Context: an optimization exercise on an open-source flow, tuned for small area. The choices shown serve that exercise and are no tape-out recipe.
In this exercise RTL edits were held to simulation tests only and were not proved equivalent to the original.
Power is estimated from default activity; no workload was simulated.

==> module peg_fan, before the edit <==
module peg_fan (
	input clk,
	input rst,
	input i_valid,
	input [8:0] i_eq,
	input [127:0] i_p,
	output reg [7:0] o_valid,
	output [127:0] o_data
);
	wire [15:0] p0 = i_p[0 +: 16];
	wire [15:0] p1 = i_p[16 +: 16];
	wire [15:0] p2 = i_p[32 +: 16];
	wire [15:0] p3 = i_p[48 +: 16];
	wire [15:0] p4 = i_p[64 +: 16];
	wire [15:0] p5 = i_p[80 +: 16];
	wire [15:0] p6 = i_p[96 +: 16];
	wire [15:0] p7 = i_p[112 +: 16];
	wire e0 = i_eq[0], e1 = i_eq[1], e2 = i_eq[2], e3 = i_eq[3];
	wire e4 = i_eq[4], e5 = i_eq[5], e6 = i_eq[6];
	wire x13 = i_eq[7], x46 = i_eq[8];
	wire x24 = e3 ? e2 : i_eq[7];
	wire x35 = e3 ? e4 : i_eq[8];
	wire a0_both = ~e0 & ~e1;
	wire a0_left = ~e0 & e1;
	wire a6_both = ~e6 & ~e5;
	wire a6_right = ~e6 & e5;
	wire a2_both = ~e1 & ~e3 & ~e2;
	wire a2_right = e1 & ~e3 & ~e2;
	wire a2_left = ~e1 & e3 & ~e2;
	wire a2_byp = ~(a2_both | a2_right | a2_left);
	wire a4_both = ~e3 & ~e5 & ~e4;
	wire a4_right = e3 & ~e5 & ~e4;
	wire a4_left = ~e3 & e5 & ~e4;
	wire a4_byp = ~(a4_both | a4_right | a4_left);
	wire a1_both = e0 & e2 & ~e3 & ~e1;
	wire a1_right = ~a1_both & e2 & ~e3 & ~e1;
	wire a1_left = ~a1_both & ~a1_right & e0 & ~e1;
	wire a5_both = e4 & e6 & ~e3 & ~e5;
	wire a5_left = ~a5_both & e4 & ~e3 & ~e5;
	wire a5_right = ~a5_both & ~a5_left & e6 & ~e5;
	wire a3_both = e1 & e5 & ~x24 & ~x35;
	wire a3_right = ~a3_both & e5 & ~x35;
	wire a3_left = ~a3_both & ~a3_right & e1 & ~x24;
	reg [15:0] r_a0, r_a1, r_a2, r_a4, r_a5, r_a6;
	wire [15:0] n_a0 = (i_valid & a0_left) ? p1 : r_a0;
	wire [15:0] n_a2 = (i_valid & (a2_byp | a2_right)) ? p2 : r_a2;
	wire [15:0] n_a4 = (i_valid & (a4_byp | a4_left)) ? p5 : r_a4;
	wire [15:0] n_a6 = (i_valid & a6_right) ? p6 : r_a6;
	wire [15:0] o0 = e0 ? p0 + p1 : n_a0;
	wire [15:0] o2lo = e2 ? p2 + p3 : n_a2;
	wire [15:0] o2hi = e2 ? p2 + p3 : p3;
	wire [15:0] o4lo = e4 ? p4 + p5 : p4;
	wire [15:0] o4hi = e4 ? p4 + p5 : n_a4;
	wire [15:0] o6 = e6 ? p6 + p7 : n_a6;
	wire [15:0] n_a1 = (i_valid & a1_left) ? o2lo : (i_valid & a1_right) ? o0 : r_a1;
	wire [15:0] n_a5 = (i_valid & a5_left) ? o6 : (i_valid & a5_right) ? o4hi : r_a5;
	wire [15:0] s1 = o0 + o2lo;
	wire [15:0] o1 = e1 ? s1 : n_a1;
	wire [15:0] s5 = o4hi + o6;
	wire [15:0] o5 = e5 ? s5 : n_a5;
	wire [15:0] l3 = (x13 & e1) ? s1 : x13 ? n_a1 : o2hi;
	wire [15:0] r3 = (x46 & e5) ? s5 : x46 ? n_a5 : o4lo;
	always @ (posedge clk) begin
		if (rst) begin
			r_a0 <= 16'd0;
			r_a1 <= 16'd0;
			r_a2 <= 16'd0;
			r_a4 <= 16'd0;
			r_a5 <= 16'd0;
			r_a6 <= 16'd0;
		end else begin
			r_a0 <= n_a0;
			r_a1 <= n_a1;
			r_a2 <= n_a2;
			r_a4 <= n_a4;
			r_a5 <= n_a5;
			r_a6 <= n_a6;
		end
	end
	wire l1_0 = a1_both | a1_left;
	wire l1_2 = a1_both | a1_right;
	wire l5_4 = a5_both | a5_left;
	wire l5_6 = a5_both | a5_right;
	wire l3_1 = a3_both | a3_left;
	wire l3_5 = a3_both | a3_right;
	wire [7:0] w_v;
	assign w_v[0] = l1_0 | a0_both | a0_left;
	assign w_v[1] = l3_1 | a0_both;
	assign w_v[2] = l1_2 | a2_both | a2_left;
	assign w_v[3] = e3 | a2_both | a2_right;
	assign w_v[4] = l5_4 | a4_both | a4_left;
	assign w_v[5] = l3_5 | a4_both | a4_right;
	assign w_v[6] = l5_6 | a6_both;
	assign w_v[7] = a6_both | a6_right;
	wire [127:0] w_o;
	assign w_o[0 +: 16] = l1_0 ? o0 : p0;
	assign w_o[16 +: 16] = e1 ? s1 : p1;  
	assign w_o[32 +: 16] = l1_2 ? o2lo : p2;
	assign w_o[48 +: 16] = e3 ? l3 : p3;  
	assign w_o[64 +: 16] = l5_4 ? o4hi : p4;
	assign w_o[80 +: 16] = e5 ? s5 : p5;  
	assign w_o[96 +: 16] = l5_6 ? o6 : p6;
	assign w_o[112 +: 16] = p7;
	reg [127:0] r_o;
	reg [15:0] r_r3;
	assign o_data[47:0] = r_o[47:0];
	assign o_data[63:48] = r_o[63:48] + r_r3;
	assign o_data[127:64] = r_o[127:64];
	always @ (posedge clk) begin
		o_valid <= i_valid ? w_v : 8'd0;
		r_o <= w_o;
		r_r3 <= e3 ? r3 : 16'd0;
	end
endmodule
export LEC_CHECK = 0
export CAP_MARGIN = 20
export CORE_MARGIN = 2
export CORE_UTILIZATION = 68
export CTS_BUF_LIST = sky130_fd_sc_hd__clkbuf_8
export CTS_CLUSTER_DIAMETER = 50
export CTS_CLUSTER_SIZE = 20
export GPL_TIMING_DRIVEN = 0
export SETUP_SLACK_MARGIN = 0.1
export SLEW_MARGIN = 20
create_clock -name core_clock -period 5.5 [get_ports {clk}]
standard.sh (not shown) runs the stock make flow with config.mk's settings and CLKGATE_MAP_FILE= SYNTH_SCRIPT=/design/flow/synth_recipe.tcl, a recipe that flattens the netlist after the stock synthesis.
==> flow/flow/run.sh <==
#!/bin/bash
# The standard layout (the standard.sh, with the standard flow's own synthesis), with the
# buffers that Yosys/ABC put in the netlist removed at floorplan instead of kept,
# and every input and output port buffered with the library's smallest buffer.
set -euo pipefail
bash standard.sh REMOVE_ABC_BUFFERS=1 "BUFFER_PORTS_ARGS=-buffer_cell sky130_fd_sc_hd__buf_1" finish > standard_flow.log 2>&1
Then changed:
--- a/flow/design.v
+++ b/flow/design.v
@@ -43,18 +43,22 @@
 	wire a3_left = ~a3_both & ~a3_right & e1 & ~x24;
 	reg [15:0] r_a0, r_a1, r_a2, r_a4, r_a5, r_a6;
 	wire [15:0] n_a0 = (i_valid & a0_left) ? p1 : r_a0;
 	wire [15:0] n_a2 = (i_valid & (a2_byp | a2_right)) ? p2 : r_a2;
 	wire [15:0] n_a4 = (i_valid & (a4_byp | a4_left)) ? p5 : r_a4;
 	wire [15:0] n_a6 = (i_valid & a6_right) ? p6 : r_a6;
-	wire [15:0] o0 = e0 ? p0 + p1 : n_a0;
-	wire [15:0] o2lo = e2 ? p2 + p3 : n_a2;
-	wire [15:0] o2hi = e2 ? p2 + p3 : p3;
-	wire [15:0] o4lo = e4 ? p4 + p5 : p4;
-	wire [15:0] o4hi = e4 ? p4 + p5 : n_a4;
-	wire [15:0] o6 = e6 ? p6 + p7 : n_a6;
+	wire [15:0] s01 = p0 + (e0 ? p1 : 16'd0);
+	wire [15:0] s23 = p2 + (e2 ? p3 : 16'd0);
+	wire [15:0] s45 = p4 + (e4 ? p5 : 16'd0);
+	wire [15:0] s67 = p6 + (e6 ? p7 : 16'd0);
+	wire [15:0] o0 = e0 ? s01 : n_a0;
+	wire [15:0] o2lo = e2 ? s23 : n_a2;
+	wire [15:0] o2hi = e2 ? s23 : p3;
+	wire [15:0] o4lo = s45;  
+	wire [15:0] o4hi = e4 ? s45 : n_a4;
+	wire [15:0] o6 = e6 ? s67 : n_a6;
 	wire [15:0] n_a1 = (i_valid & a1_left) ? o2lo : (i_valid & a1_right) ? o0 : r_a1;
 	wire [15:0] n_a5 = (i_valid & a5_left) ? o6 : (i_valid & a5_right) ? o4hi : r_a5;
 	wire [15:0] s1 = o0 + o2lo;
 	wire [15:0] o1 = e1 ? s1 : n_a1;
 	wire [15:0] s5 = o4hi + o6;
 	wire [15:0] o5 = e5 ? s5 : n_a5;
@@ -90,19 +94,19 @@
 	assign w_v[3] = e3 | a2_both | a2_right;
 	assign w_v[4] = l5_4 | a4_both | a4_left;
 	assign w_v[5] = l3_5 | a4_both | a4_right;
 	assign w_v[6] = l5_6 | a6_both;
 	assign w_v[7] = a6_both | a6_right;
 	wire [127:0] w_o;
-	assign w_o[0 +: 16] = l1_0 ? o0 : p0;
+	assign w_o[0 +: 16] = s01;
 	assign w_o[16 +: 16] = e1 ? s1 : p1;  
-	assign w_o[32 +: 16] = l1_2 ? o2lo : p2;
+	assign w_o[32 +: 16] = s23;
 	assign w_o[48 +: 16] = e3 ? l3 : p3;  
-	assign w_o[64 +: 16] = l5_4 ? o4hi : p4;
+	assign w_o[64 +: 16] = s45;
 	assign w_o[80 +: 16] = e5 ? s5 : p5;  
-	assign w_o[96 +: 16] = l5_6 ? o6 : p6;
+	assign w_o[96 +: 16] = s67;
 	assign w_o[112 +: 16] = p7;
 	reg [127:0] r_o;
 	reg [15:0] r_r3;
 	assign o_data[47:0] = r_o[47:0];
 	assign o_data[63:48] = r_o[63:48] + r_r3;
 	assign o_data[127:64] = r_o[127:64];
Effect:
- The new run completed with no timing, DRC or antenna violations
- sequential power is about the same
- design area falls slightly
- first-iteration DRC count fell by roughly a tenth
- wire length went down by a little under a tenth
- clock skew is higher by 0.011 ns
- via count decreases by a few percent
- worst hold slack degrades by 0.029 ns
- register-to-register slack gains 0.09 ns
- clock-buffer cell count goes up by 1
- total power goes down by a little under a tenth


oak:
RTL: one of the versions met above, not the one the previous note started from.
Size: ~18000 cells after synthesis, about 3500 flip-flops, roughly 1000 I/O pins.
==> module peg_fan, before the edit <==
module peg_fan (
	input clk,
	input rst,
	input i_valid,
	input [8:0] i_eq,
	input [127:0] i_p,
	output reg [7:0] o_valid,
	output [127:0] o_data
);
	wire [15:0] p0 = i_p[0 +: 16];
	wire [15:0] p1 = i_p[16 +: 16];
	wire [15:0] p2 = i_p[32 +: 16];
	wire [15:0] p3 = i_p[48 +: 16];
	wire [15:0] p4 = i_p[64 +: 16];
	wire [15:0] p5 = i_p[80 +: 16];
	wire [15:0] p6 = i_p[96 +: 16];
	wire [15:0] p7 = i_p[112 +: 16];
	wire e0 = i_eq[0], e1 = i_eq[1], e2 = i_eq[2], e3 = i_eq[3];
	wire e4 = i_eq[4], e5 = i_eq[5], e6 = i_eq[6];
	wire x13 = i_eq[7], x46 = i_eq[8];
	wire x24 = e3 ? e2 : i_eq[7];
	wire x35 = e3 ? e4 : i_eq[8];
	wire a0_both = ~e0 & ~e1;
	wire a0_left = ~e0 & e1;
	wire a6_both = ~e6 & ~e5;
	wire a6_right = ~e6 & e5;
	wire a2_both = ~e1 & ~e3 & ~e2;
	wire a2_right = e1 & ~e3 & ~e2;
	wire a2_left = ~e1 & e3 & ~e2;
	wire a2_byp = ~(a2_both | a2_right | a2_left);
	wire a4_both = ~e3 & ~e5 & ~e4;
	wire a4_right = e3 & ~e5 & ~e4;
	wire a4_left = ~e3 & e5 & ~e4;
	wire a4_byp = ~(a4_both | a4_right | a4_left);
	wire a1_both = e0 & e2 & ~e3 & ~e1;
	wire a1_right = ~a1_both & e2 & ~e3 & ~e1;
	wire a1_left = ~a1_both & ~a1_right & e0 & ~e1;
	wire a5_both = e4 & e6 & ~e3 & ~e5;
	wire a5_left = ~a5_both & e4 & ~e3 & ~e5;
	wire a5_right = ~a5_both & ~a5_left & e6 & ~e5;
	wire a3_both = e1 & e5 & ~x24 & ~x35;
	wire a3_right = ~a3_both & e5 & ~x35;
	wire a3_left = ~a3_both & ~a3_right & e1 & ~x24;
	reg [15:0] r_a0, r_a1, r_a2, r_a4, r_a5, r_a6;
	wire [15:0] n_a0 = (i_valid & a0_left) ? p1 : r_a0;
	wire [15:0] n_a2 = (i_valid & (a2_byp | a2_right)) ? p2 : r_a2;
	wire [15:0] n_a4 = (i_valid & (a4_byp | a4_left)) ? p5 : r_a4;
	wire [15:0] n_a6 = (i_valid & a6_right) ? p6 : r_a6;
	wire [15:0] s01 = p0 + (e0 ? p1 : 16'd0);
	wire [15:0] s23 = p2 + (e2 ? p3 : 16'd0);
	wire [15:0] s45 = p4 + (e4 ? p5 : 16'd0);
	wire [15:0] s67 = p6 + (e6 ? p7 : 16'd0);
	wire [15:0] o0 = e0 ? s01 : n_a0;
	wire [15:0] o2lo = e2 ? s23 : n_a2;
	wire [15:0] o2hi = e2 ? s23 : p3;
	wire [15:0] o4lo = s45;  
	wire [15:0] o4hi = e4 ? s45 : n_a4;
	wire [15:0] o6 = e6 ? s67 : n_a6;
	wire [15:0] n_a1 = (i_valid & a1_left) ? o2lo : (i_valid & a1_right) ? o0 : r_a1;
	wire [15:0] n_a5 = (i_valid & a5_left) ? o6 : (i_valid & a5_right) ? o4hi : r_a5;
	wire [15:0] s1 = o0 + o2lo;
	wire [15:0] o1 = e1 ? s1 : n_a1;
	wire [15:0] s5 = o4hi + o6;
	wire [15:0] o5 = e5 ? s5 : n_a5;
	wire [15:0] l3 = (x13 & e1) ? s1 : x13 ? n_a1 : o2hi;
	wire [15:0] r3 = (x46 & e5) ? s5 : x46 ? n_a5 : o4lo;
	always @ (posedge clk) begin
		if (rst) begin
			r_a0 <= 16'd0;
			r_a1 <= 16'd0;
			r_a2 <= 16'd0;
			r_a4 <= 16'd0;
			r_a5 <= 16'd0;
			r_a6 <= 16'd0;
		end else begin
			r_a0 <= n_a0;
			r_a1 <= n_a1;
			r_a2 <= n_a2;
			r_a4 <= n_a4;
			r_a5 <= n_a5;
			r_a6 <= n_a6;
		end
	end
	wire l1_0 = a1_both | a1_left;
	wire l1_2 = a1_both | a1_right;
	wire l5_4 = a5_both | a5_left;
	wire l5_6 = a5_both | a5_right;
	wire l3_1 = a3_both | a3_left;
	wire l3_5 = a3_both | a3_right;
	wire [7:0] w_v;
	assign w_v[0] = l1_0 | a0_both | a0_left;
	assign w_v[1] = l3_1 | a0_both;
	assign w_v[2] = l1_2 | a2_both | a2_left;
	assign w_v[3] = e3 | a2_both | a2_right;
	assign w_v[4] = l5_4 | a4_both | a4_left;
	assign w_v[5] = l3_5 | a4_both | a4_right;
	assign w_v[6] = l5_6 | a6_both;
	assign w_v[7] = a6_both | a6_right;
	wire [127:0] w_o;
	assign w_o[0 +: 16] = s01;
	assign w_o[16 +: 16] = e1 ? s1 : p1;  
	assign w_o[32 +: 16] = s23;
	assign w_o[48 +: 16] = e3 ? l3 : p3;  
	assign w_o[64 +: 16] = s45;
	assign w_o[80 +: 16] = e5 ? s5 : p5;  
	assign w_o[96 +: 16] = s67;
	assign w_o[112 +: 16] = p7;
	reg [127:0] r_o;
	reg [15:0] r_r3;
	assign o_data[47:0] = r_o[47:0];
	assign o_data[63:48] = r_o[63:48] + r_r3;
	assign o_data[127:64] = r_o[127:64];
	always @ (posedge clk) begin
		o_valid <= i_valid ? w_v : 8'd0;
		r_o <= w_o;
		r_r3 <= e3 ? r3 : 16'd0;
	end
endmodule
Settings: LEC_CHECK=0, CAP_MARGIN=20, CORE_MARGIN=2, CORE_UTILIZATION=60, CTS_BUF_LIST=sky130_fd_sc_hd__clkbuf_8, CTS_CLUSTER_DIAMETER=50, CTS_CLUSTER_SIZE=20, GPL_TIMING_DRIVEN=0, SETUP_SLACK_MARGIN=0.1, SLEW_MARGIN=20; clock period 5.5 ns.
Scripts as last shown in full above: flow/flow/run.sh
oak did not stop at any stage, and its layout met the timing, design-rule and antenna checks.
### oak -> pine
-- flow/design.v --
<<< oak, line 47
	wire [15:0] n_a4 = (i_valid & (a4_byp | a4_left)) ? p5 : r_a4;
	wire [15:0] n_a6 = (i_valid & a6_right) ? p6 : r_a6;
	wire [15:0] s01 = p0 + (e0 ? p1 : 16'd0);
	wire [15:0] s23 = p2 + (e2 ? p3 : 16'd0);
	wire [15:0] s45 = p4 + (e4 ? p5 : 16'd0);
	wire [15:0] s67 = p6 + (e6 ? p7 : 16'd0);
	wire [15:0] o0 = e0 ? s01 : n_a0;
	wire [15:0] o2lo = e2 ? s23 : n_a2;
	wire [15:0] o2hi = e2 ? s23 : p3;
	wire [15:0] o4lo = s45;  
	wire [15:0] o4hi = e4 ? s45 : n_a4;
	wire [15:0] o6 = e6 ? s67 : n_a6;
	wire [15:0] n_a1 = (i_valid & a1_left) ? o2lo : (i_valid & a1_right) ? o0 : r_a1;
	wire [15:0] n_a5 = (i_valid & a5_left) ? o6 : (i_valid & a5_right) ? o4hi : r_a5;
>>> pine, line 47
	wire [15:0] n_a4 = (i_valid & (a4_byp | a4_left)) ? p5 : r_a4;
	wire [15:0] n_a6 = (i_valid & a6_right) ? p6 : r_a6;
	wire [15:0] o0 = e0 ? p0 + p1 : n_a0;
	wire [15:0] o2lo = e2 ? p2 + p3 : n_a2;
	wire [15:0] o2hi = e2 ? p2 + p3 : p3;
	wire [15:0] o4lo = e4 ? p4 + p5 : p4;
	wire [15:0] o4hi = e4 ? p4 + p5 : n_a4;
	wire [15:0] o6 = e6 ? p6 + p7 : n_a6;
	wire [15:0] n_a1 = (i_valid & a1_left) ? o2lo : (i_valid & a1_right) ? o0 : r_a1;
	wire [15:0] n_a5 = (i_valid & a5_left) ? o6 : (i_valid & a5_right) ? o4hi : r_a5;
<<< oak, line 98
	assign w_v[7] = a6_both | a6_right;
	wire [127:0] w_o;
	assign w_o[0 +: 16] = s01;
	assign w_o[16 +: 16] = e1 ? s1 : p1;  
	assign w_o[32 +: 16] = s23;
	assign w_o[48 +: 16] = e3 ? l3 : p3;  
	assign w_o[64 +: 16] = s45;
	assign w_o[80 +: 16] = e5 ? s5 : p5;  
	assign w_o[96 +: 16] = s67;
	assign w_o[112 +: 16] = p7;
	reg [127:0] r_o;
>>> pine, line 94
	assign w_v[7] = a6_both | a6_right;
	wire [127:0] w_o;
	assign w_o[0 +: 16] = l1_0 ? o0 : p0;
	assign w_o[16 +: 16] = e1 ? s1 : p1;  
	assign w_o[32 +: 16] = l1_2 ? o2lo : p2;
	assign w_o[48 +: 16] = e3 ? l3 : p3;  
	assign w_o[64 +: 16] = l5_4 ? o4hi : p4;
	assign w_o[80 +: 16] = e5 ? s5 : p5;  
	assign w_o[96 +: 16] = l5_6 ? o6 : p6;
	assign w_o[112 +: 16] = p7;
	reg [127:0] r_o;
==> notes.md <==
Run comparison: pine end point of the critical path grp[1].u_peg.u_fan.r_o[63]; oak end point of the critical path o_data_bus[58]
Compare oak and pine | portion of the clock cycle consumed by the worst path in the final layout higher: oak
Of oak and pine, pine shows the lower initial core utilization, with oak above it.
pine against oak: die area went up; first-pass GRT wire length went up; routed wire length went up; number of cells produced by synthesis went up.
Measured against each other, oak and pine differ in post-route minimum period, the lower figure coming from pine.
pine vs. oak: non-clock buffer count went down by 37.
pine: number of placement rows is 2 higher than what oak reported.

-- what the ideal ports hide --
The flow's constraints put no driver on any port. The routed layouts listed below were extracted and timed again, unchanged, in two steps.
Step 1: set_driving_cell puts a clkbuf_16 on clk and a buf_2 on each other input, an assumption about the parent block.
Step 2 moves the port delays by t, midway between the first and last clock arrival at a register: inputs arrive t later, outputs are due t later. That takes back most of the time a late clock gives input paths.
Slacks: ideal / step 1 / step 2; pairs: ideal / step 1.
run	t (ns)	setup WS [ns]	worst data-port slew with drivers (ns)	cell pins on the clock port's net
the first run of note 1	1.184	0.199 / 0.199 / 0.199	0.19	1
the second run of note 1	1.183	0.240 / 0.145 / 0.286	0.20	1
oak	1.224	0.217 / 0.105 / 0.313	0.21	1
pine	1.178	0.308 / 0.210 / 0.308	0.20	1
After both steps every run listed still meets setup and hold.
